From an optimization exercise on the open Yosys and OpenROAD flow, aimed at small area and a short achievable clock period; shortcuts taken in it are not production practice.
No functional check of the RTL was part of any run shown here.
Power is estimated from default activity; no workload was simulated.

===== design.v =====
module hdc1080_readings_to_ascii(
    i_clk, i_srst,
    i_display_temp, i_display_humid,
    i_hygro_op_mode, i_hygro_display_mode,
    o_txt_ascii_line1, o_txt_ascii_line2);
input wire i_clk;
input wire i_srst;
input wire [15:0] i_display_temp;
input wire [15:0] i_display_humid;
input wire [0:0] i_hygro_op_mode;
input wire [2:0] i_hygro_display_mode;
output wire [(16*8-1):0] o_txt_ascii_line1;
output wire [(16*8-1):0] o_txt_ascii_line2;
function automatic [7:0] ascii_of_hdigit(input [3:0] v);
    ascii_of_hdigit = (v < 4'd10) ? {4'h3, v} : (8'h37 + {4'h0, v});
endfunction
function automatic [3:0] dig(input [3:0] a, input [2:0] b);
    dig = a - {b, 1'b0} - {b[0], 3'b000};
endfunction
function automatic [18:0] x5(input [15:0] x);
    reg [18:0] a, b;
    reg c;
    integer i;
    begin
        a = {3'b000, x};
        b = {1'b0, x, 2'b00};
        c = 1'b0;
        for (i = 0; i < 19; i = i + 1) begin
            x5[i] = a[i] ^ b[i] ^ c;
            c = (a[i] & b[i]) | (a[i] & c) | (b[i] & c);
        end
    end
endfunction
function automatic [19:0] x9(input [15:0] x);
    reg [19:0] a, b;
    reg c;
    integer i;
    begin
        a = {4'b0000, x};
        b = {1'b0, x, 3'b000};
        c = 1'b0;
        for (i = 0; i < 20; i = i + 1) begin
            x9[i] = a[i] ^ b[i] ^ c;
            c = (a[i] & b[i]) | (a[i] & c) | (b[i] & c);
        end
    end
endfunction
function automatic [3:0] neg_code(input [4:0] x);
    neg_code = (x == 5'd0 || x == 5'd10) ? 4'd0 : x[3:0] + 4'd6;
endfunction
reg [15:0] r_t;
reg [15:0] r_h;
always @(posedge i_clk) begin
    r_t <= i_display_temp;
    r_h <= i_display_humid;
end
wire [11:0] c_y    = r_t[11:0];
wire [14:0] c_q2   = x5({4'h0, c_y});                    
wire [13:0] c_q1   = x5({5'h00, c_q2[10:0]});            
wire [12:0] c_q0   = x5({6'h00, c_q1[9:0]});             
wire [3:0]  c_w2   = c_q2[14:11];
wire [3:0]  c_w1   = c_q1[13:10];
wire [3:0]  c_w0   = c_q0[12:9];
wire        c_pos  = r_t[15] | r_t[14];
wire [3:0]  c_th   = r_t[15:12] - 4'd4;
wire        c_ge10 = (c_th >= 4'd10);
wire        c_k0 = (c_w0 >= 4'd2);
wire [3:0]  c_n0 = c_k0 ? c_w0 - 4'd2 : c_w0 + 4'd8;
wire        c_k1 = c_k0 && (c_w1 == 4'd9);
wire [3:0]  c_n1 = c_k1 ? 4'd0 : c_w1 + {3'b000, c_k0};
wire [4:0]  c_s2 = c_w2 + 5'd6 + c_k1;
wire        c_k2 = (c_s2 >= 5'd10);
wire [3:0]  c_n2 = c_k2 ? c_s2 - 5'd10 : c_s2[3:0];
wire [3:0]  c_d4 = c_pos ? {3'b000, c_ge10} : 4'd8;
wire [3:0]  c_d3 = c_pos ? (c_ge10 ? c_th - 4'd10 : c_th)
                         : (4'd4 + {2'b00, r_t[13:12]} + {3'b000, c_k2});
wire [3:0]  c_d2 = c_pos ? c_w2 : c_n2;
wire [3:0]  c_d1 = c_pos ? c_w1 : c_n1;
wire [3:0]  c_d0 = c_pos ? c_w0 : c_n0;
wire [14:0] f_p1 = x9({5'h00, r_t[10:0]});                
wire [13:0] f_q1 = x5({5'h00, f_p1[10:0]});               
wire [12:0] f_q0 = x5({6'h00, f_q1[9:0]});                
wire [3:0]  f_k  = f_p1[14:11];
wire [11:0] f_u;
hdc_bcd9x u_bcd9x (.i_x(r_t[15:11]), .o_bcd(f_u));               
wire [4:0]  f_s2 = f_u[3:0] + f_k;
wire        f_c2 = (f_s2 >= 5'd10);
wire        f_c3 = f_c2 && (f_u[7:4] == 4'd9);
wire [3:0]  f_v4 = f_u[11:8] + {3'b000, f_c3};
wire [3:0]  f_v3 = f_c3 ? 4'd0 : f_u[7:4] + {3'b000, f_c2};
wire [3:0]  f_v2 = f_c2 ? f_s2 - 5'd10 : f_s2[3:0];
wire [3:0]  f_v1 = f_q1[13:10];
wire [3:0]  f_v0 = f_q0[12:9];
wire        f_neg = (f_v4 == 4'd0) && (f_v3 < 4'd4);
wire        f_ge4 = (f_v3 >= 4'd4);
wire [3:0]  f_p4 = f_ge4 ? f_v4 : f_v4 - 4'd1;
wire [3:0]  f_p3d = f_ge4 ? f_v3 - 4'd4 : f_v3 + 4'd6;
wire        f_b0 = (f_v0 != 4'd0);
wire        f_b1 = f_b0 || (f_v1 != 4'd0);
wire        f_b2 = f_b1 || (f_v2 != 4'd0);
wire [3:0]  f_n3 = f_v3 + {3'b000, f_b2} - 4'd4;
wire [3:0]  f_d4 = f_neg ? 4'd0 : f_p4;
wire [3:0]  f_d3 = f_neg ? f_n3 : f_p3d;
wire [3:0]  f_d2 = f_neg ? neg_code(f_v2 + f_b1) : f_v2;
wire [3:0]  f_d1 = f_neg ? neg_code(f_v1 + f_b0) : f_v1;
wire [3:0]  f_d0 = f_neg ? neg_code({1'b0, f_v0}) : f_v0;
wire [18:0] h_q3 = x5(r_h);                               
wire [17:0] h_q2 = x5({1'b0, h_q3[14:0]});                
wire [16:0] h_q1 = x5({2'b00, h_q2[13:0]});               
wire [15:0] h_q0 = x5({3'b000, h_q1[12:0]});              
wire [3:0]  h_d3 = h_q3[18:15];
wire [3:0]  h_d2 = h_q2[17:14];
wire [3:0]  h_d1 = h_q1[16:13];
wire [3:0]  h_d0 = h_q0[15:12];
wire [7:0] s_c7  = (c_d4 == 4'h0) ? 8'h20 : ascii_of_hdigit(c_d4);
wire [7:0] s_c8  = ((c_d4 == 4'h0) && (c_d3 == 4'h0)) ? 8'h20 : ascii_of_hdigit(c_d3);
wire [7:0] s_c9  = ascii_of_hdigit(c_d2);
wire [7:0] s_c11 = ascii_of_hdigit(c_d1);
wire [7:0] s_c12 = ascii_of_hdigit(c_d0);
wire [7:0] s_f7  = (f_d4 == 4'h0) ? 8'h20 : ascii_of_hdigit(f_d4);
wire [7:0] s_f8  = ((f_d4 == 4'h0) && (f_d3 == 4'h0)) ? 8'h20 : ascii_of_hdigit(f_d3);
wire [7:0] s_f9  = ascii_of_hdigit(f_d2);
wire [7:0] s_f11 = ascii_of_hdigit(f_d1);
wire [7:0] s_f12 = ascii_of_hdigit(f_d0);
wire [7:0] s_h8  = (h_d3 == 4'h0) ? 8'h20 : ascii_of_hdigit(h_d3);
wire [7:0] s_h9  = ascii_of_hdigit(h_d2);
wire [7:0] s_h11 = ascii_of_hdigit(h_d1);
wire [7:0] s_h12 = ascii_of_hdigit(h_d0);
reg  [74:0] r_o;
wire [74:0] s_o;
hdc_sel u_sel (
    .i_op(i_hygro_op_mode[0]), .i_dm(i_hygro_display_mode),
    .i_c7(s_c7), .i_c8(s_c8), .i_c9(s_c9), .i_c11(s_c11), .i_c12(s_c12),
    .i_f7(s_f7), .i_f8(s_f8), .i_f9(s_f9), .i_f11(s_f11), .i_f12(s_f12),
    .i_h8(s_h8), .i_h9(s_h9), .i_h11(s_h11), .i_h12(s_h12),
    .o_d(s_o));
always @(posedge i_clk) r_o <= s_o;
assign o_txt_ascii_line1 = {
    1'b0, r_o[49], r_o[50], r_o[2], r_o[24], r_o[2], 1'b0, r_o[24],
    1'b0, r_o[48], 1'b1, 1'b0, 1'b0, r_o[48], 1'b0, r_o[2],
    1'b0, r_o[48], 1'b1, 1'b0, r_o[48], r_o[48], 1'b0, r_o[2],
    1'b0, r_o[48], 1'b1, r_o[2], 1'b0, r_o[24], 1'b0, r_o[24],
    1'b0, 1'b0, 1'b1, 1'b0, r_o[23], r_o[23], r_o[23], 1'b0,
    1'b0, 1'b0, 1'b1, r_o[2], r_o[1], 1'b0, r_o[1], 1'b0,
    1'b0, r_o[23], r_o[47], r_o[19], 1'b0, r_o[42], 1'b0, r_o[42],
    1'b0, r_o[23], 1'b1, r_o[46], r_o[45], r_o[42], r_o[41], r_o[40],
    1'b0, r_o[39], r_o[38], r_o[37], r_o[36], r_o[35], r_o[34], r_o[33],
    1'b0, r_o[32], r_o[31], r_o[30], r_o[29], r_o[28], r_o[27], r_o[26],
    1'b0, r_o[23], 1'b1, r_o[19], r_o[22], r_o[22], r_o[21], r_o[19],
    1'b0, r_o[18], r_o[17], r_o[16], r_o[15], r_o[14], r_o[13], r_o[12],
    1'b0, r_o[11], r_o[10], r_o[9], r_o[8], r_o[7], r_o[6], r_o[5],
    1'b0, 1'b0, 1'b1, r_o[1], 1'b0, 1'b0, 1'b0, 1'b0,
    1'b0, 1'b0, 1'b1, r_o[1], 1'b0, 1'b0, 1'b0, 1'b0,
    1'b0, r_o[1], r_o[4], 1'b0, 1'b0, r_o[3], r_o[1], r_o[0]
};
assign o_txt_ascii_line2 = {
    1'b0, r_o[73], r_o[74], r_o[44], r_o[52], 1'b0, r_o[43], r_o[25],
    1'b0, r_o[62], 1'b1, r_o[62], 1'b0, r_o[62], r_o[43], r_o[62],
    1'b0, r_o[73], 1'b1, 1'b0, r_o[62], r_o[52], r_o[20], r_o[61],
    1'b0, r_o[73], 1'b1, r_o[25], r_o[52], r_o[25], 1'b0, r_o[72],
    1'b0, r_o[73], 1'b1, r_o[20], 1'b0, r_o[72], r_o[43], r_o[43],
    1'b0, r_o[25], 1'b1, r_o[72], r_o[61], r_o[20], r_o[52], 1'b0,
    1'b0, r_o[20], 1'b1, 1'b0, r_o[20], r_o[20], r_o[19], r_o[19],
    1'b0, r_o[25], 1'b1, r_o[43], r_o[24], r_o[19], r_o[24], 1'b0,
    1'b0, r_o[43], 1'b1, r_o[71], r_o[70], r_o[69], r_o[68], r_o[67],
    1'b0, r_o[42], 1'b1, r_o[61], r_o[66], r_o[65], r_o[64], r_o[63],
    1'b0, r_o[42], 1'b1, 1'b0, r_o[61], r_o[61], r_o[61], r_o[42],
    1'b0, 1'b0, 1'b1, r_o[51], r_o[60], r_o[59], r_o[58], r_o[57],
    1'b0, 1'b0, 1'b1, r_o[51], r_o[56], r_o[55], r_o[54], r_o[53],
    1'b0, 1'b0, 1'b1, r_o[51], 1'b0, 1'b0, 1'b0, 1'b0,
    1'b0, 1'b0, 1'b1, r_o[51], 1'b0, 1'b0, 1'b0, 1'b0,
    1'b0, 1'b0, 1'b1, 1'b0, 1'b0, r_o[51], 1'b0, r_o[51]
};
endmodule
module hdc_sel(
    input  wire       i_op,
    input  wire [2:0] i_dm,
    input  wire [7:0] i_c7, i_c8, i_c9, i_c11, i_c12,
    input  wire [7:0] i_f7, i_f8, i_f9, i_f11, i_f12,
    input  wire [7:0] i_h8, i_h9, i_h11, i_h12,
    output reg  [74:0] o_d);
wire k_noop = ~i_op;
wire k_nd   = i_op & ((i_dm == 3'd0) | (i_dm == 3'd6) | (i_dm == 3'd7));
wire k_m1   = i_op & (i_dm == 3'd1);
wire k_m2   = i_op & (i_dm == 3'd2);
wire k_m3   = i_op & (i_dm == 3'd3);
wire k_m4   = i_op & (i_dm == 3'd4);
wire k_m5   = i_op & (i_dm == 3'd5);
always @* begin
    o_d[0] = (k_m1 | k_m3);
    o_d[1] = (k_m1 | k_m2 | k_m3 | k_m4);
    o_d[2] = (k_m1 | k_m2 | k_m3 | k_m4);
    o_d[3] = (k_m2 | k_m4);
    o_d[4] = (k_noop | k_nd | k_m5);
    o_d[5] = ((k_m1 | k_m3) & i_c12[0]) | ((k_m2 | k_m4) & i_f12[0]);
    o_d[6] = ((k_m1 | k_m3) & i_c12[1]) | ((k_m2 | k_m4) & i_f12[1]);
    o_d[7] = ((k_m1 | k_m3) & i_c12[2]) | ((k_m2 | k_m4) & i_f12[2]);
    o_d[8] = ((k_m1 | k_m3) & i_c12[3]) | ((k_m2 | k_m4) & i_f12[3]);
    o_d[9] = ((k_m1 | k_m3) & i_c12[4]) | ((k_m2 | k_m4) & i_f12[4]);
    o_d[10] = (k_noop | k_nd | k_m5) | ((k_m1 | k_m3) & i_c12[5]) | ((k_m2 | k_m4) & i_f12[5]);
    o_d[11] = ((k_m1 | k_m3) & i_c12[6]) | ((k_m2 | k_m4) & i_f12[6]);
    o_d[12] = k_noop | ((k_m1 | k_m3) & i_c11[0]) | ((k_m2 | k_m4) & i_f11[0]);
    o_d[13] = ((k_m1 | k_m3) & i_c11[1]) | ((k_m2 | k_m4) & i_f11[1]);
    o_d[14] = k_noop | ((k_m1 | k_m3) & i_c11[2]) | ((k_m2 | k_m4) & i_f11[2]);
    o_d[15] = ((k_m1 | k_m3) & i_c11[3]) | ((k_m2 | k_m4) & i_f11[3]);
    o_d[16] = ((k_m1 | k_m3) & i_c11[4]) | ((k_m2 | k_m4) & i_f11[4]);
    o_d[17] = (k_noop | k_nd | k_m5) | ((k_m1 | k_m3) & i_c11[5]) | ((k_m2 | k_m4) & i_f11[5]);
    o_d[18] = k_noop | ((k_m1 | k_m3) & i_c11[6]) | ((k_m2 | k_m4) & i_f11[6]);
    o_d[19] = k_nd;
    o_d[20] = k_nd;
    o_d[21] = (k_nd | k_m1 | k_m2 | k_m3 | k_m4);
    o_d[22] = (k_noop | k_m1 | k_m2 | k_m3 | k_m4);
    o_d[23] = (k_noop | k_nd);
    o_d[24] = (k_noop | k_nd);
    o_d[25] = (k_noop | k_nd);
    o_d[26] = k_nd | ((k_m1 | k_m3) & i_c9[0]) | ((k_m2 | k_m4) & i_f9[0]);
    o_d[27] = (k_noop | k_nd) | ((k_m1 | k_m3) & i_c9[1]) | ((k_m2 | k_m4) & i_f9[1]);
    o_d[28] = ((k_m1 | k_m3) & i_c9[2]) | ((k_m2 | k_m4) & i_f9[2]);
    o_d[29] = ((k_m1 | k_m3) & i_c9[3]) | ((k_m2 | k_m4) & i_f9[3]);
    o_d[30] = k_nd | ((k_m1 | k_m3) & i_c9[4]) | ((k_m2 | k_m4) & i_f9[4]);
    o_d[31] = (k_noop | k_nd | k_m5) | ((k_m1 | k_m3) & i_c9[5]) | ((k_m2 | k_m4) & i_f9[5]);
    o_d[32] = (k_noop | k_nd) | ((k_m1 | k_m3) & i_c9[6]) | ((k_m2 | k_m4) & i_f9[6]);
    o_d[33] = (k_noop | k_nd) | ((k_m1 | k_m3) & i_c8[0]) | ((k_m2 | k_m4) & i_f8[0]);
    o_d[34] = ((k_m1 | k_m3) & i_c8[1]) | ((k_m2 | k_m4) & i_f8[1]);
    o_d[35] = k_nd | ((k_m1 | k_m3) & i_c8[2]) | ((k_m2 | k_m4) & i_f8[2]);
    o_d[36] = ((k_m1 | k_m3) & i_c8[3]) | ((k_m2 | k_m4) & i_f8[3]);
    o_d[37] = ((k_m1 | k_m3) & i_c8[4]) | ((k_m2 | k_m4) & i_f8[4]);
    o_d[38] = (k_noop | k_nd | k_m5) | ((k_m1 | k_m3) & i_c8[5]) | ((k_m2 | k_m4) & i_f8[5]);
    o_d[39] = (k_noop | k_nd) | ((k_m1 | k_m3) & i_c8[6]) | ((k_m2 | k_m4) & i_f8[6]);
    o_d[40] = ((k_m1 | k_m3) & i_c7[0]) | ((k_m2 | k_m4) & i_f7[0]);
    o_d[41] = (k_noop | k_nd) | ((k_m1 | k_m3) & i_c7[1]) | ((k_m2 | k_m4) & i_f7[1]);
    o_d[42] = k_noop;
    o_d[43] = k_noop;
    o_d[44] = k_noop;
    o_d[45] = k_noop | ((k_m1 | k_m3) & i_c7[3]) | ((k_m2 | k_m4) & i_f7[3]);
    o_d[46] = k_nd | ((k_m1 | k_m3) & i_c7[4]) | ((k_m2 | k_m4) & i_f7[4]);
    o_d[47] = (k_m1 | k_m2 | k_m3 | k_m4 | k_m5);
    o_d[48] = (k_noop | k_nd | k_m1 | k_m2 | k_m3 | k_m4);
    o_d[49] = (k_noop | k_nd | k_m1 | k_m2 | k_m3 | k_m4);
    o_d[50] = k_m5;
    o_d[51] = (k_m1 | k_m2 | k_m5);
    o_d[52] = (k_m1 | k_m2 | k_m5);
    o_d[53] = ((k_m1 | k_m2 | k_m5) & i_h12[0]);
    o_d[54] = ((k_m1 | k_m2 | k_m5) & i_h12[1]);
    o_d[55] = ((k_m1 | k_m2 | k_m5) & i_h12[2]);
    o_d[56] = ((k_m1 | k_m2 | k_m5) & i_h12[3]);
    o_d[57] = ((k_m1 | k_m2 | k_m5) & i_h11[0]);
    o_d[58] = k_noop | ((k_m1 | k_m2 | k_m5) & i_h11[1]);
    o_d[59] = k_noop | ((k_m1 | k_m2 | k_m5) & i_h11[2]);
    o_d[60] = k_noop | ((k_m1 | k_m2 | k_m5) & i_h11[3]);
    o_d[61] = (k_noop | k_m1 | k_m2 | k_m5);
    o_d[62] = (k_noop | k_m1 | k_m2 | k_m5);
    o_d[63] = ((k_m1 | k_m2 | k_m5) & i_h9[0]);
    o_d[64] = k_noop | ((k_m1 | k_m2 | k_m5) & i_h9[1]);
    o_d[65] = ((k_m1 | k_m2 | k_m5) & i_h9[2]);
    o_d[66] = ((k_m1 | k_m2 | k_m5) & i_h9[3]);
    o_d[67] = k_noop | ((k_m1 | k_m2 | k_m5) & i_h8[0]);
    o_d[68] = k_nd | ((k_m1 | k_m2 | k_m5) & i_h8[1]);
    o_d[69] = (k_noop | k_nd) | ((k_m1 | k_m2 | k_m5) & i_h8[2]);
    o_d[70] = k_nd | ((k_m1 | k_m2 | k_m5) & i_h8[3]);
    o_d[71] = ((k_m1 | k_m2 | k_m5) & i_h8[4]);
    o_d[72] = (k_nd | k_m1 | k_m2 | k_m5);
    o_d[73] = (k_noop | k_nd | k_m1 | k_m2 | k_m5);
    o_d[74] = (k_noop | k_nd | k_m3 | k_m4);
end
endmodule
module hdc_bcd9x(input wire [4:0] i_x, output reg [11:0] o_bcd);
always @*
    case (i_x)
        5'd0: o_bcd = 12'h000;
        5'd1: o_bcd = 12'h009;
        5'd2: o_bcd = 12'h018;
        5'd3: o_bcd = 12'h027;
        5'd4: o_bcd = 12'h036;
        5'd5: o_bcd = 12'h045;
        5'd6: o_bcd = 12'h054;
        5'd7: o_bcd = 12'h063;
        5'd8: o_bcd = 12'h072;
        5'd9: o_bcd = 12'h081;
        5'd10: o_bcd = 12'h090;
        5'd11: o_bcd = 12'h099;
        5'd12: o_bcd = 12'h108;
        5'd13: o_bcd = 12'h117;
        5'd14: o_bcd = 12'h126;
        5'd15: o_bcd = 12'h135;
        5'd16: o_bcd = 12'h144;
        5'd17: o_bcd = 12'h153;
        5'd18: o_bcd = 12'h162;
        5'd19: o_bcd = 12'h171;
        5'd20: o_bcd = 12'h180;
        5'd21: o_bcd = 12'h189;
        5'd22: o_bcd = 12'h198;
        5'd23: o_bcd = 12'h207;
        5'd24: o_bcd = 12'h216;
        5'd25: o_bcd = 12'h225;
        5'd26: o_bcd = 12'h234;
        5'd27: o_bcd = 12'h243;
        5'd28: o_bcd = 12'h252;
        5'd29: o_bcd = 12'h261;
        5'd30: o_bcd = 12'h270;
        5'd31: o_bcd = 12'h279;
        default: o_bcd = 12'h000;
    endcase
endmodule

===== flow/run.sh =====
#!/bin/bash
# Standard layout (standard.sh, with config.mk's settings) with these changes:
#  - synthesis leaves adders to ABC (no full/half adder cell extraction),
#  - ports are buffered with sky130_fd_sc_hd__buf_1,
#  - constant outputs share one tie cell per value,
#  - repair_timing aims for 12.7 ns of setup slack.
set -euo pipefail
bash standard.sh ADDER_MAP_FILE= 'BUFFER_PORTS_ARGS=-buffer_cell sky130_fd_sc_hd__buf_1' SETUP_SLACK_MARGIN=12.7 SKIP_REPAIR_TIE_FANOUT=1 finish > standard_flow.log 2>&1

===== standard.sh =====
#!/bin/bash
# synth_recipe.tcl (not shown) runs the flow's synth.tcl, then flattens the netlist and writes it again
# the make line also repeats each setting of config.mk as NAME=value (left out here)
make -C /OpenROAD-flow-scripts/flow DESIGN_CONFIG=/design/flow/config.mk WORK_HOME=/design/flow/orfs CLKGATE_MAP_FILE= SYNTH_SCRIPT=/design/flow/synth_recipe.tcl "${@:-finish}"

===== config.mk =====
export PLATFORM = sky130hd
export DESIGN_NAME = hdc1080_readings_to_ascii
export DESIGN_NICKNAME = hdc1080_readings_to_ascii
export VERILOG_FILES = /design/flow/design.v
export SDC_FILE = /design/flow/constraint.sdc
export NUM_CORES = 4
export LEC_CHECK = 0
export ABC_AREA = 1
export CAP_MARGIN = 20
export CORE_MARGIN = 2
export CORE_UTILIZATION = 40
export SLEW_MARGIN = 20
export SYNTH_HIERARCHICAL = 1

===== constraint.sdc =====
create_clock -name core_clock -period 17.0 [get_ports {i_clk}]
set_input_delay 3.4000 -clock core_clock [delete_from_list [all_inputs] [get_ports {i_clk}]]
set_output_delay 3.4000 -clock core_clock [all_outputs]
set_load 0.01 [all_outputs]

==> qor.yml, run 1 <==
timing:
  setup_slack_ps: 12690
  hold_ws_ps: 585
  grt_setup_unrepaired: "yes"
  final_hold_viol_count: 0
  min_period_over_period_pct: 25.4
  period_needed_ps: 4310
  slew-limit-headroom_pct: 56.9
  setup_viol: 0
  skew_ps: 13.7
  tightest_slew_ps: 645
  max_freq_mhz: 232
  drv_slew: 0
  finalSetupTns_ps: 0
synthesis:
  postSynthAreaPerCell_um2: 6.09
  syn-num-nets: 1640
  syn_area_mm2: 0.00975
  synthCells: 1602
  synth-warning-count: 9
worst_setup_path:
  arrival_ps: 910
  start_kind: "register"
  worst_path_largest_cell_delay_ps: 430
  rrSetupSlack_ps: 12960
  path_cells: "buf_6"
  rr_endpoint: "r_o[5]"
  cpMaxStageDelayCell: "dfxtp_4"
  critPathCaptureType: "output port"
  crit_buf_inv: 1
  path_max_fanout: 5
  rr_worst_depth: 42
  path_class: "reg -> out"
  r2r_start: "r_t[1]"
  critPathTopFamily: "flip-flops"
  cp.required_ps: 13600
global_routing:
  grt_usage_pct: 16.6
  grt-ovfl-total: 0
  grt_pass1_wl_um: 34900
  antenna_found_initial: 1
  grt_pass1_vias: 7522
  grt_max_degree: 91
place:
  hpwl_um: 17200
  io_buffers: 183
  place_congestion: 0.861
  dp_slack_ps: 12050
pwr:
  power.density_mw_per_mm2: 138
  clock_power_share_pct: 15.5
  p_int_uw: 730
  leakage_nw: 5.82
  ir_drop_v: 0.000104
  seq_power_share_pct: 20.3
  p_switching_uw: 737
  comb_power_share_pct: 64.2
  swShare_pct: 50.2
worst_hold_path:
  min_path_cells: 4
  hp-start: "r_h[15]"
  min_path_type: "reg -> reg"
  whs_endpoint: "r_o[70]"
cts:
  htree_levels: 3
  cts_tree: "done"
  clk-insertion-delay-late_ps: 370
  numClockSinks: 107
  clk_pin_slew_worst_paths_ps: 90
  max-clock-path-buffers: 2
  cts_buffers: 9
  clock-root-buffer: "clkbuf_16"
job:
  cap_violations: 0
route:
  wl_um: 22400
  drt_iter0_drc: 417
  drc: 0
  ant_nets: 0
  first_pass_iters: 5
  via_per_inst: 4.49
  avgRoutedWirePerCell_um: 11.6
  vias: 8704
floorplan:
  die_area_mm2: 0.0257
  die_h_um: 160
  die_x_um: 160
  start_util_pct: 40.5
  core-area_mm2: 0.0241
  io_pins: 294
  rows: 57
layout:
  finalNetCount: 1646
  area_delta_synth_final_pct: 9.31
  drive_gt1_share_pct: 22.1
outcome:
  status: "no timing/DRC/antenna violations"
power groups by stage:
stage	Clock, mW	Sequential, mW	Combinational [mW]
after detailed placement	0	0.303	0.845
after global placement	0	0.303	0.833
after floorplan	0	0.308	0.725
after CTS	0.235	0.297	0.852
after global routing	0.244	0.301	1.08
final	0.228	0.298	0.941
through the flow:
stage / power (mW) / cells / instance area [µm²] / utilization, %
after global routing: 1.63 / 1938 / 10700 / 44.2
after floorplan: 1.03 / 1602 / 9750 / -
after detailed placement: 1.15 / 1897 / 9250 / 38.4
after global placement: 1.14 / 1897 / 9250 / 38.4
final: 1.47 / 1938 / 10700 / 44.2
after CTS: 1.38 / 1913 / 9740 / 40.4
final cells by class:
type / count / area [µm²]
fill: 2488 / 13400
multi-input combinational: 1061 / 5670
sequential: 107 / 2230
timing repair buffer: 205 / 1170
inverter: 224 / 853
tap: 324 / 405
clock buffer: 9 / 225
clock inverter: 7 / 104
antenna: 1 / 2.50
state kept, by name, indices dropped and copies added, names as in the netlist:
signal	cells
r_t	16
r_h	16
r_o	75
layer usage:
layer / GRT usage (%) / wire length [µm] / vias up
met1: 19.9 / 9590 / 3782
met2: 30.6 / 11300 / 227
met4: 4.18 / 461 / 0
met3: 2.65 / 1080 / 23
met5: 0 / 0 / -
li1: - / - / 4672
how the worst max path moves through the flow:
stage | startpoint | endpoint | slack [ps] | cells after the start
final | r_o[62] | o_txt_ascii_line2[118] | 12690 | 1
after global routing | r_t[2] | r_o[33] | 12620 | 32
after CTS | i_hygro_display_mode[2] | r_o[69] | 12620 | 6
after detailed placement | i_hygro_op_mode[0] | r_o[17] | 12050 | 6
after global placement | i_hygro_op_mode[0] | r_o[17] | 12090 | 6
after floorplan | i_hygro_display_mode[1] | r_o[10] | 12910 | 7
tightest hold or removal path, delay by kind of cell (launching register included):
family	cells	cell delay, ps
buf+inv	1	60
simple gates	3	130
flops	1	350
layout by cell type (no fill, tap or decap), types with 5 or more instances in the layout:
| master | count |
|---|---|
| nand2_2 | 47 |
| dfxtp_4 | 20 |
| a21oi_1 | 28 |
| nand3_2 | 8 |
| dfxtp_2 | 11 |
| inv_1 | 201 |
| buf_4 | 18 |
| nor2_2 | 20 |
| xnor2_1 | 18 |
| xnor2_2 | 5 |
| dfxtp_1 | 76 |
| clkbuf_16 | 9 |
| o21ai_4 | 5 |
| inv_2 | 18 |
| xor2_1 | 40 |
| nand2_4 | 18 |
| buf_2 | 49 |
| nand3_1 | 70 |
| nand4_1 | 9 |
| clkbuf_2 | 27 |
| xor2_2 | 14 |
| buf_6 | 28 |
| or2_2 | 9 |
| nor2_1 | 118 |
| nand2_1 | 543 |
| nand3_4 | 7 |
| o21ai_0 | 25 |
| o21ai_1 | 11 |
| buf_1 | 81 |
| o21ai_2 | 7 |
| or2_1 | 5 |
repair_timing:
| item | CTS | global route |
|---|---|---|
| endpoints found under the setup margin | 127 | 127 |
| gates resized for setup | 110 | 179 |
| hold buffers | 0 | 0 |
| buffers inserted | 0 | 21 |
| cloned | 0 | 3 |
| pin swaps | 0 | 30 |
==> run 2: changes to the inputs <==
--- a/design.v
+++ b/design.v
@@ -127,6 +127,6 @@
 wire [7:0] s_h11 = ascii_of_hdigit(h_d1);
 wire [7:0] s_h12 = ascii_of_hdigit(h_d0);
-reg  [74:0] r_o;
-wire [74:0] s_o;
+reg  [72:0] r_o;
+wire [72:0] s_o;
 hdc_sel u_sel (
     .i_op(i_hygro_op_mode[0]), .i_dm(i_hygro_display_mode),
@@ -137,12 +137,12 @@
 always @(posedge i_clk) r_o <= s_o;
 assign o_txt_ascii_line1 = {
-    1'b0, r_o[49], r_o[50], r_o[2], r_o[24], r_o[2], 1'b0, r_o[24],
-    1'b0, r_o[48], 1'b1, 1'b0, 1'b0, r_o[48], 1'b0, r_o[2],
-    1'b0, r_o[48], 1'b1, 1'b0, r_o[48], r_o[48], 1'b0, r_o[2],
-    1'b0, r_o[48], 1'b1, r_o[2], 1'b0, r_o[24], 1'b0, r_o[24],
+    1'b0, r_o[47], r_o[48], r_o[2], r_o[24], r_o[2], 1'b0, r_o[24],
+    1'b0, r_o[47], 1'b1, 1'b0, 1'b0, r_o[47], 1'b0, r_o[2],
+    1'b0, r_o[47], 1'b1, 1'b0, r_o[47], r_o[47], 1'b0, r_o[2],
+    1'b0, r_o[47], 1'b1, r_o[1], 1'b0, r_o[23], 1'b0, r_o[23],
     1'b0, 1'b0, 1'b1, 1'b0, r_o[23], r_o[23], r_o[23], 1'b0,
-    1'b0, 1'b0, 1'b1, r_o[2], r_o[1], 1'b0, r_o[1], 1'b0,
-    1'b0, r_o[23], r_o[47], r_o[19], 1'b0, r_o[42], 1'b0, r_o[42],
-    1'b0, r_o[23], 1'b1, r_o[46], r_o[45], r_o[42], r_o[41], r_o[40],
+    1'b0, 1'b0, 1'b1, r_o[1], r_o[1], 1'b0, r_o[1], 1'b0,
+    1'b0, r_o[23], r_o[46], r_o[19], 1'b0, r_o[42], 1'b0, r_o[42],
+    1'b0, r_o[23], 1'b1, r_o[45], r_o[44], r_o[42], r_o[41], r_o[40],
     1'b0, r_o[39], r_o[38], r_o[37], r_o[36], r_o[35], r_o[34], r_o[33],
     1'b0, r_o[32], r_o[31], r_o[30], r_o[29], r_o[28], r_o[27], r_o[26],
@@ -155,20 +155,20 @@
 };
 assign o_txt_ascii_line2 = {
-    1'b0, r_o[73], r_o[74], r_o[44], r_o[52], 1'b0, r_o[43], r_o[25],
-    1'b0, r_o[62], 1'b1, r_o[62], 1'b0, r_o[62], r_o[43], r_o[62],
-    1'b0, r_o[73], 1'b1, 1'b0, r_o[62], r_o[52], r_o[20], r_o[61],
-    1'b0, r_o[73], 1'b1, r_o[25], r_o[52], r_o[25], 1'b0, r_o[72],
-    1'b0, r_o[73], 1'b1, r_o[20], 1'b0, r_o[72], r_o[43], r_o[43],
-    1'b0, r_o[25], 1'b1, r_o[72], r_o[61], r_o[20], r_o[52], 1'b0,
-    1'b0, r_o[20], 1'b1, 1'b0, r_o[20], r_o[20], r_o[19], r_o[19],
-    1'b0, r_o[25], 1'b1, r_o[43], r_o[24], r_o[19], r_o[24], 1'b0,
-    1'b0, r_o[43], 1'b1, r_o[71], r_o[70], r_o[69], r_o[68], r_o[67],
-    1'b0, r_o[42], 1'b1, r_o[61], r_o[66], r_o[65], r_o[64], r_o[63],
-    1'b0, r_o[42], 1'b1, 1'b0, r_o[61], r_o[61], r_o[61], r_o[42],
-    1'b0, 1'b0, 1'b1, r_o[51], r_o[60], r_o[59], r_o[58], r_o[57],
-    1'b0, 1'b0, 1'b1, r_o[51], r_o[56], r_o[55], r_o[54], r_o[53],
-    1'b0, 1'b0, 1'b1, r_o[51], 1'b0, 1'b0, 1'b0, 1'b0,
-    1'b0, 1'b0, 1'b1, r_o[51], 1'b0, 1'b0, 1'b0, 1'b0,
-    1'b0, 1'b0, 1'b1, 1'b0, 1'b0, r_o[51], 1'b0, r_o[51]
+    1'b0, r_o[71], r_o[72], r_o[43], r_o[50], 1'b0, r_o[43], r_o[25],
+    1'b0, r_o[60], 1'b1, r_o[60], 1'b0, r_o[60], r_o[43], r_o[59],
+    1'b0, r_o[71], 1'b1, 1'b0, r_o[59], r_o[50], r_o[20], r_o[59],
+    1'b0, r_o[71], 1'b1, r_o[24], r_o[49], r_o[24], 1'b0, r_o[70],
+    1'b0, r_o[71], 1'b1, r_o[20], 1'b0, r_o[70], r_o[43], r_o[43],
+    1'b0, r_o[24], 1'b1, r_o[70], r_o[59], r_o[20], r_o[49], 1'b0,
+    1'b0, r_o[20], 1'b1, 1'b0, r_o[19], r_o[19], r_o[19], r_o[19],
+    1'b0, r_o[24], 1'b1, r_o[42], r_o[24], r_o[19], r_o[24], 1'b0,
+    1'b0, r_o[42], 1'b1, r_o[69], r_o[68], r_o[67], r_o[66], r_o[65],
+    1'b0, r_o[42], 1'b1, r_o[59], r_o[64], r_o[63], r_o[62], r_o[61],
+    1'b0, r_o[42], 1'b1, 1'b0, r_o[59], r_o[59], r_o[59], r_o[42],
+    1'b0, 1'b0, 1'b1, r_o[49], r_o[58], r_o[57], r_o[56], r_o[55],
+    1'b0, 1'b0, 1'b1, r_o[49], r_o[54], r_o[53], r_o[52], r_o[51],
+    1'b0, 1'b0, 1'b1, r_o[49], 1'b0, 1'b0, 1'b0, 1'b0,
+    1'b0, 1'b0, 1'b1, r_o[49], 1'b0, 1'b0, 1'b0, 1'b0,
+    1'b0, 1'b0, 1'b1, 1'b0, 1'b0, r_o[49], 1'b0, r_o[49]
 };
 endmodule
@@ -179,5 +179,5 @@
     input  wire [7:0] i_f7, i_f8, i_f9, i_f11, i_f12,
     input  wire [7:0] i_h8, i_h9, i_h11, i_h12,
-    output reg  [74:0] o_d);
+    output reg  [72:0] o_d);
 wire k_noop = ~i_op;
 wire k_nd   = i_op & ((i_dm == 3'd0) | (i_dm == 3'd6) | (i_dm == 3'd7));
@@ -232,35 +232,33 @@
     o_d[42] = k_noop;
     o_d[43] = k_noop;
-    o_d[44] = k_noop;
-    o_d[45] = k_noop | ((k_m1 | k_m3) & i_c7[3]) | ((k_m2 | k_m4) & i_f7[3]);
-    o_d[46] = k_nd | ((k_m1 | k_m3) & i_c7[4]) | ((k_m2 | k_m4) & i_f7[4]);
-    o_d[47] = (k_m1 | k_m2 | k_m3 | k_m4 | k_m5);
-    o_d[48] = (k_noop | k_nd | k_m1 | k_m2 | k_m3 | k_m4);
-    o_d[49] = (k_noop | k_nd | k_m1 | k_m2 | k_m3 | k_m4);
-    o_d[50] = k_m5;
-    o_d[51] = (k_m1 | k_m2 | k_m5);
-    o_d[52] = (k_m1 | k_m2 | k_m5);
-    o_d[53] = ((k_m1 | k_m2 | k_m5) & i_h12[0]);
-    o_d[54] = ((k_m1 | k_m2 | k_m5) & i_h12[1]);
-    o_d[55] = ((k_m1 | k_m2 | k_m5) & i_h12[2]);
-    o_d[56] = ((k_m1 | k_m2 | k_m5) & i_h12[3]);
-    o_d[57] = ((k_m1 | k_m2 | k_m5) & i_h11[0]);
-    o_d[58] = k_noop | ((k_m1 | k_m2 | k_m5) & i_h11[1]);
-    o_d[59] = k_noop | ((k_m1 | k_m2 | k_m5) & i_h11[2]);
-    o_d[60] = k_noop | ((k_m1 | k_m2 | k_m5) & i_h11[3]);
-    o_d[61] = (k_noop | k_m1 | k_m2 | k_m5);
-    o_d[62] = (k_noop | k_m1 | k_m2 | k_m5);
-    o_d[63] = ((k_m1 | k_m2 | k_m5) & i_h9[0]);
-    o_d[64] = k_noop | ((k_m1 | k_m2 | k_m5) & i_h9[1]);
-    o_d[65] = ((k_m1 | k_m2 | k_m5) & i_h9[2]);
-    o_d[66] = ((k_m1 | k_m2 | k_m5) & i_h9[3]);
-    o_d[67] = k_noop | ((k_m1 | k_m2 | k_m5) & i_h8[0]);
-    o_d[68] = k_nd | ((k_m1 | k_m2 | k_m5) & i_h8[1]);
-    o_d[69] = (k_noop | k_nd) | ((k_m1 | k_m2 | k_m5) & i_h8[2]);
-    o_d[70] = k_nd | ((k_m1 | k_m2 | k_m5) & i_h8[3]);
-    o_d[71] = ((k_m1 | k_m2 | k_m5) & i_h8[4]);
-    o_d[72] = (k_nd | k_m1 | k_m2 | k_m5);
-    o_d[73] = (k_noop | k_nd | k_m1 | k_m2 | k_m5);
-    o_d[74] = (k_noop | k_nd | k_m3 | k_m4);
+    o_d[44] = k_noop | ((k_m1 | k_m3) & i_c7[3]) | ((k_m2 | k_m4) & i_f7[3]);
+    o_d[45] = k_nd | ((k_m1 | k_m3) & i_c7[4]) | ((k_m2 | k_m4) & i_f7[4]);
+    o_d[46] = (k_m1 | k_m2 | k_m3 | k_m4 | k_m5);
+    o_d[47] = (k_noop | k_nd | k_m1 | k_m2 | k_m3 | k_m4);
+    o_d[48] = k_m5;
+    o_d[49] = (k_m1 | k_m2 | k_m5);
+    o_d[50] = (k_m1 | k_m2 | k_m5);
+    o_d[51] = ((k_m1 | k_m2 | k_m5) & i_h12[0]);
+    o_d[52] = ((k_m1 | k_m2 | k_m5) & i_h12[1]);
+    o_d[53] = ((k_m1 | k_m2 | k_m5) & i_h12[2]);
+    o_d[54] = ((k_m1 | k_m2 | k_m5) & i_h12[3]);
+    o_d[55] = ((k_m1 | k_m2 | k_m5) & i_h11[0]);
+    o_d[56] = k_noop | ((k_m1 | k_m2 | k_m5) & i_h11[1]);
+    o_d[57] = k_noop | ((k_m1 | k_m2 | k_m5) & i_h11[2]);
+    o_d[58] = k_noop | ((k_m1 | k_m2 | k_m5) & i_h11[3]);
+    o_d[59] = (k_noop | k_m1 | k_m2 | k_m5);
+    o_d[60] = (k_noop | k_m1 | k_m2 | k_m5);
+    o_d[61] = ((k_m1 | k_m2 | k_m5) & i_h9[0]);
+    o_d[62] = k_noop | ((k_m1 | k_m2 | k_m5) & i_h9[1]);
+    o_d[63] = ((k_m1 | k_m2 | k_m5) & i_h9[2]);
+    o_d[64] = ((k_m1 | k_m2 | k_m5) & i_h9[3]);
+    o_d[65] = k_noop | ((k_m1 | k_m2 | k_m5) & i_h8[0]);
+    o_d[66] = k_nd | ((k_m1 | k_m2 | k_m5) & i_h8[1]);
+    o_d[67] = (k_noop | k_nd) | ((k_m1 | k_m2 | k_m5) & i_h8[2]);
+    o_d[68] = k_nd | ((k_m1 | k_m2 | k_m5) & i_h8[3]);
+    o_d[69] = ((k_m1 | k_m2 | k_m5) & i_h8[4]);
+    o_d[70] = (k_nd | k_m1 | k_m2 | k_m5);
+    o_d[71] = (k_noop | k_nd | k_m1 | k_m2 | k_m5);
+    o_d[72] = (k_noop | k_nd | k_m3 | k_m4);
 end
 endmodule
==> qor.yml, run 2 <==
synthesis:
  syn-num-nets: 1638  # was 1640
  synthCells: 1600  # was 1602
  postSynthAreaPerCell_um2: 6.07  # was 6.09 µm²
  syn_area_mm2: 0.00971  # was 0.00975 mm²
  synth-warning-count: 9  # unchanged
worst_setup_path:
  rr_endpoint: "r_o[26]"  # was r_o[5]
  rr_worst_depth: 39  # was 42
  start_kind: "register"  # unchanged
  cp.depth: 1  # unchanged
  arrival_ps: 940  # was 910 ps
  rrSetupSlack_ps: 12890  # was 12960 ps
  r2r_start: "r_t[3]"  # was r_t[1]
  cpMaxStageDelayCell: "dfxtp_4"  # unchanged
  path_max_fanout: 8  # was 5
  crit_buf_inv: 1  # unchanged
  worst_path_largest_cell_delay_ps: 440  # was 430 ps
  path_cells: "buf_6"  # unchanged
  cp.required_ps: 13600  # about the same
  path_class: "reg -> out"  # unchanged
  critPathCaptureType: "output port"  # unchanged
  critPathTopFamily: "flip-flops"  # unchanged
global_routing:
  grt_pass1_vias: 7786  # was 7522
  grt_usage_pct: 17.2  # was 16.6%
  antenna_found_initial: 0  # was 1
  grt-ovfl-total: 0  # unchanged
  grt_pass1_wl_um: 36000  # was 34900 µm
  grt_max_degree: 91  # unchanged
worst_hold_path:
  min_path_cells: 4  # unchanged
  min_path_type: "reg -> reg"  # unchanged
  hp-start: "r_h[15]"  # unchanged
  whs_endpoint: "r_o[68]"  # was r_o[70]
cts:
  numClockSinks: 105  # was 107
  htree_levels: 3  # unchanged
  max-clock-path-buffers: 2  # unchanged
  clk_pin_slew_worst_paths_ps: 90  # about the same
  clock-root-buffer: "clkbuf_16"  # unchanged
  cts_buffers: 9  # unchanged
  clk-insertion-delay-late_ps: 370  # about the same
  cts_tree: "done"  # unchanged
floorplan:
  die_h_um: 160  # about the same
  die_area_mm2: 0.0255  # was 0.0257 mm²
  core-area_mm2: 0.0241  # unchanged
  start_util_pct: 40.3  # was 40.5%
  die_x_um: 160  # about the same
  io_pins: 294  # unchanged
  rows: 57  # unchanged
timing:
  grt_setup_unrepaired: "yes"  # unchanged
  slew-limit-headroom_pct: 42.0  # was 56.9%
  tightest_slew_ps: 867  # was 645 ps
  setup_viol: 0  # unchanged
  setup_slack_ps: 12660  # was 12690 ps
  min_period_over_period_pct: 25.6  # was 25.4%
  period_needed_ps: 4340  # was 4310 ps
  finalSetupTns_ps: 0  # unchanged
  final_hold_viol_count: 0  # unchanged
  hold_ws_ps: 594  # was 585 ps
  drv_slew: 0  # unchanged
  skew_ps: 12.8  # was 13.7 ps
  max_freq_mhz: 230  # was 232 MHz
pwr:
  p_int_uw: 719  # was 730 µW
  ir_drop_v: 0.0000821  # was 0.000104 V
  clock_power_share_pct: 15.4  # was 15.5%
  swShare_pct: 50.7  # was 50.2%
  seq_power_share_pct: 20.1  # was 20.3%
  leakage_nw: 5.92  # was 5.82 nW
  comb_power_share_pct: 64.5  # was 64.2%
  power.density_mw_per_mm2: 133  # was 138 mW/mm²
  p_switching_uw: 738  # was 737 µW
layout:
  layout_commonest_cell: "nand2_1"  # unchanged
  area_delta_synth_final_pct: 12.5  # was 9.31%
  finalNetCount: 1654  # was 1646
  regMostFlops: "r_o"  # unchanged
  top_regs: "r_o: 73 flops, r_h: 16 flops, r_t: 16 flops"  # was r_o: 75 flops, r_h: 16 flops, r_t: 16 flops
  layoutNonFillerInstCount: 1945  # was 1938
  finish.utilization_pct: 45.3  # was 44.2%
  largest_reg_flops: 73  # was 75
  mostFrequentLayoutCells: "nand2_1 (537), inv_1 (204), nor2_1 (118)"  # was nand2_1 (543), inv_1 (201), nor2_1 (118)
  drive_gt1_share_pct: 22.9  # was 22.1%
  antenna_cells: 0  # was 1
place:
  hpwl_um: 17600  # was 17200 µm
  dp_slack_ps: 12090  # was 12050 ps
  io_buffers: 183  # unchanged
  place_congestion: 0.846  # was 0.861
  dp_cells: 1894  # was 1897
outcome:
  status: "no timing/DRC/antenna violations"  # unchanged
route:
  via_per_inst: 4.59  # was 4.49
  vias: 8929  # was 8704
  avgRoutedWirePerCell_um: 12.0  # was 11.6 µm
  wl_um: 23300  # was 22400 µm
  drc: 0  # unchanged
  ant_nets: 0  # unchanged
  first_pass_iters: 8  # was 5
  drt_iter0_drc: 358  # was 417
job:
  cap_violations: 0  # unchanged
[run 2: stage by stage]
step,power [mW],cell area [µm²]
after floorplan,1.03,9710
after global placement,1.13,9200
after detailed placement,1.14,9200
after CTS,1.38,9910
after global routing,1.61,10900
final,1.46,10900
[run 2: what timing repair did]
| action | CTS | global route |
|---|---|---|
| gates resized for setup | 153 | 172 |
| hold buffers | 0 | 0 |
| cloned | 1 | 4 |
| pin swaps | 1 | 39 |
| endpoints found under the setup margin | 135 | 109 |
| buffers inserted | 0 | 30 |
[run 2: per-layer routing]
| layer | wire length (µm) | vias to the layer above | GRT usage (%) |
|---|---|---|---|
| met2 | 11900 | 237 | 31.9 |
| met1 | 9770 | 3968 | 19.8 |
| li1 | - | 4686 | - |
| met3 | 1050 | 38 | 2.99 |
| met4 | 583 | 0 | 6.10 |
| met5 | 0 | - | 0 |
[run 2: worst reg2reg max path: cells and delay by family (launching register included)]
kind | cells | cell delay [ps]
AND/OR/NAND/NOR | 34 | 2980
buffers and inverters | 4 | 430
flip-flops | 1 | 410
AO/OA/AOI/OAI | 1 | 160
[run 2: layout make-up]
| cell class | instances | area [µm²] |
|---|---|---|
| multi-input combinational | 1063 | 5820 |
| clock inverter | 7 | 93.8 |
| fill | 2493 | 13200 |
| sequential | 105 | 2170 |
| tap | 324 | 405 |
| timing repair buffer | 213 | 1360 |
| clock buffer | 9 | 225 |
| inverter | 224 | 856 |
[run 2: power groups by stage]
stage	clock (mW)	combinational, mW	sequential (mW)
floorplan	0	0.725	0.303
global placement	0	0.834	0.298
detailed placement	0	0.846	0.297
CTS	0.232	0.859	0.292
global route	0.243	1.07	0.296
finish	0.224	0.940	0.293
[run 2: worst max-delay path by stage]
stage                                       start                     to  slack [ps]
after floorplan           i_hygro_display_mode[1]                r_o[10]       12910
after global placement         i_hygro_op_mode[0]                r_o[26]       12120
after detailed placement       i_hygro_op_mode[0]                r_o[26]       12090
after CTS                                 r_o[49]  o_txt_ascii_line2[99]       12590
after global routing                       r_t[3]                r_o[13]       12580
final                                     r_o[49]  o_txt_ascii_line2[99]       12660

[port drivers added, routing unchanged]
Ports are ideal in the flow. The routed layouts listed here were re-timed in OpenROAD. Step 1 (the two cells are an assumption about what drives the block):
set clk [get_ports {i_clk}]
set_driving_cell -lib_cell sky130_fd_sc_hd__clkbuf_16 $clk
set_driving_cell -lib_cell sky130_fd_sc_hd__buf_2 [delete_from_list [all_inputs] $clk]
Step 2, shift: input delay + t, output delay - t, t = (earliest + latest rising clock arrival at the registers) / 2. This alone moves slack from input paths to output paths. a / b / c = ideal ports / drivers / drivers and shift; a / b = the first two.
run | t (ns) | setup slack, ns | worst setup path after step 2 | slew at the worst register clock pin (ns)
run 1 | 0.408 | 12.689 / 12.642 / 12.356 | input to register | 0.09 / 0.09
run 2 | 0.411 | 12.655 / 12.609 / 12.349 | input to register | 0.09 / 0.09
After both steps setup and hold are still met in every run listed. For run 1, which loses most, drivers alone change the setup slack by -0.047 ns; drivers and shift together by -0.333 ns.
